Context: an optimization exercise on an open-source flow, tuned for small area, a short achievable clock period and few clock cycles. The choices shown serve that exercise and are no tape-out recipe.
Only simulation tests tie the RTL to the original design; equivalence was not proved.

Design sqrt_u32, start of the top module:
module sqrt_u32(
        input             clk,
        input             rst_n,
        input             vld_in,
        input      [31:0] x,
        output reg        vld_out,
        output     [15:0] y
    );
    reg          busy;
    reg [6:0]    jc;                        
    reg [16:0]   r;                         
    reg [12:0]   xh;                        
    reg [15:0]   z;                         
    assign y = z;
    function [32:0] step(input [32:0] rq, input [1:0] xx);
        reg [16:0] b;
        reg [16:0] d;
        reg        s;
        begin
            s = rq[32];
            b = {2'b00, rq[14:0]} ^ {17{~s}};
            d = rq[32:16] + b + {16'd0, xx[1] | xx[0]};
            step = {d[14:0], xx[1] ~^ xx[0], ~xx[0], rq[14:0], ~d[16]};
        end
    endfunction
    function [19:0] first(input [5:0] top);
        begin
            case (top)
            6'd0: first = {17'h1ffff, 3'd0};
            6'd1: first = {17'h00000, 3'd1};
            6'd2: first = {17'h00001, 3'd1};
            6'd3: first = {17'h00002, 3'd1};
            6'd4: first = {17'h1fffb, 3'd2};
            6'd5: first = {17'h1fffc, 3'd2};
            6'd6: first = {17'h1fffd, 3'd2};
            6'd7: first = {17'h1fffe, 3'd2};
            6'd8: first = {17'h1ffff, 3'd2};
            6'd9: first = {17'h00000, 3'd3};
            6'd10: first = {17'h00001, 3'd3};
            6'd11: first = {17'h00002, 3'd3};
            6'd12: first = {17'h00003, 3'd3};
            6'd13: first = {17'h00004, 3'd3};
            6'd14: first = {17'h00005, 3'd3};
  ...
For scale: about 300 cells after synthesis, roughly 55 flip-flops, about 52 I/O pins, about 0.0030 mm² of cells after synthesis.
==> flow/config.mk <==
export PLATFORM = sky130hd
export DESIGN_NAME = sqrt_u32
export DESIGN_NICKNAME = sqrt_u32
export VERILOG_FILES = /design/flow/design.v
export SDC_FILE = /design/flow/constraint.sdc
export NUM_CORES = 4
export LEC_CHECK = 0
export CAP_MARGIN = 20
export CORE_MARGIN = 2
export CORE_UTILIZATION = 55
export SLEW_MARGIN = 20
==> flow/constraint.sdc <==
create_clock -name core_clock -period 10.0 [get_ports {clk}]
set_input_delay 2.0000 -clock core_clock [delete_from_list [all_inputs] [get_ports {clk}]]
set_output_delay 2.0000 -clock core_clock [all_outputs]
set_load 0.01 [all_outputs]
standard.sh (not shown) runs the stock make flow with config.mk's settings and CLKGATE_MAP_FILE= SYNTH_SCRIPT=/design/flow/synth_recipe.tcl, a recipe that flattens the netlist after the stock synthesis.
==> flow/flow/run.sh <==
#!/bin/bash
set -euo pipefail
MARGIN=$(cat flow/margin.txt)
bash standard.sh \
  "SETUP_SLACK_MARGIN=$MARGIN" \
  "BUFFER_PORTS_ARGS=-buffer_cell sky130_fd_sc_hd__buf_1" \
  finish > standard.log 2>&1
==> flow/flow/margin.txt <==
7.2
The baseline passed the timing, DRC and antenna checks.
Testbench counts at the start, summed over its fixed seeds: cycles 33,608.
Change:
==> flow/flow/margin.txt (replaced) <==
7.0
Effect: First-iteration DRC count increases by 5.7%; non-clock buffer count went down by 14; worst hold slack loses 0.0047 ns; critical path depth is unchanged; sequential share of layout area goes up by 2.1 points; routed wire length came out lower by about 0.4%.
Change:
==> flow/flow/margin.txt (replaced) <==
7.1
Effect: Die area is unchanged; hold slack barely changes; utilization went up by 1.5 points; global-route usage is lower by 1.1 points; critical path depth stays the same.
Change:
==> flow/flow/margin.txt (replaced) <==
6.9
Effect:
- routed wire length went up by 1.6%
- area after synthesis does not change
Change:
==> flow/flow/margin.txt (replaced) <==
7.0
- CTS_CLUSTER_DIAMETER: not set -> 100
- CTS_CLUSTER_SIZE: not set -> 30
Routed wire length climbs by 0.39%; die area is unchanged; register-to-register slack barely changes; design area is about the same; setup slack improved by 0.072 ns.


Another version of the RTL of sqrt_u32 (not shown whole).
For scale: ~460 cells after synthesis, ~52 flip-flops.
clock: 10.0 ns
lec_check: 0
abc_area: 1
cap_margin: 20
core_margin: 2
core_utilization: 55
slew_margin: 20
==> flow/flow/margin.txt <==
6.9
Scripts as last shown in full above: flow/flow/run.sh
Testbench counts at the start, summed over its fixed seeds: cycles 33,608.
Next try:
==> flow/flow/margin.txt (replaced) <==
6.8
- ABC_AREA: 1 -> not set
- CORE_UTILIZATION: 55 -> 40
Effect:
- clock-buffer cell count drops by 1
- synthesized area decreases by about 5%
- sequential share of layout area came out higher by 0.96 points
Next try:
==> flow/flow/margin.txt (replaced) <==
7.0
Effect: Non-clock buffer count came out higher by 8; utilization came out higher by 0.75 points; cell count goes up by about 1.8%.

## what the ideal ports hide
Ports are ideal in the flow. The routed layouts listed here were re-timed in OpenROAD.
Step 1 (the two cells are an assumption about what drives the block):
set clk [get_ports {clk}]
set_driving_cell -lib_cell sky130_fd_sc_hd__clkbuf_16 $clk
set_driving_cell -lib_cell sky130_fd_sc_hd__buf_2 [delete_from_list [all_inputs] $clk]
Step 2 also shifts input and output timing later by t, the mid clock arrival at the registers, as if the neighbouring blocks saw the same clock.
a / b / c = ideal / step 1 / step 2; a / b = the first two.
run | t, ns | setup WS [ns] | worst setup path at the end
the first run of note 1 | 0.332 | 7.211 / 7.184 / 6.930 | input to register
the second run of note 1 | 0.338 | 7.120 / 7.094 / 6.813 | input to register
the third run of note 1 | 0.331 | 7.139 / 7.114 / 6.840 | input to register
the fourth run of note 1 | 0.332 | 7.048 / 7.052 / 6.720 | input to register
the fifth run of note 1 | 0.338 | 7.120 / 7.094 / 6.813 | input to register
the first run of note 2 | 0.327 | 7.089 / 7.094 / 6.769 | input to register
the second run of note 2 | 0.337 | 6.966 / 6.975 / 6.639 | input to register
the third run of note 2 | 0.335 | 7.071 / 7.077 / 6.744 | input to register
After both steps setup and hold are still met in every run listed. For the fourth run of note 1, which loses most, drivers alone change the setup slack by +0.004 ns; drivers and shift together by -0.328 ns.
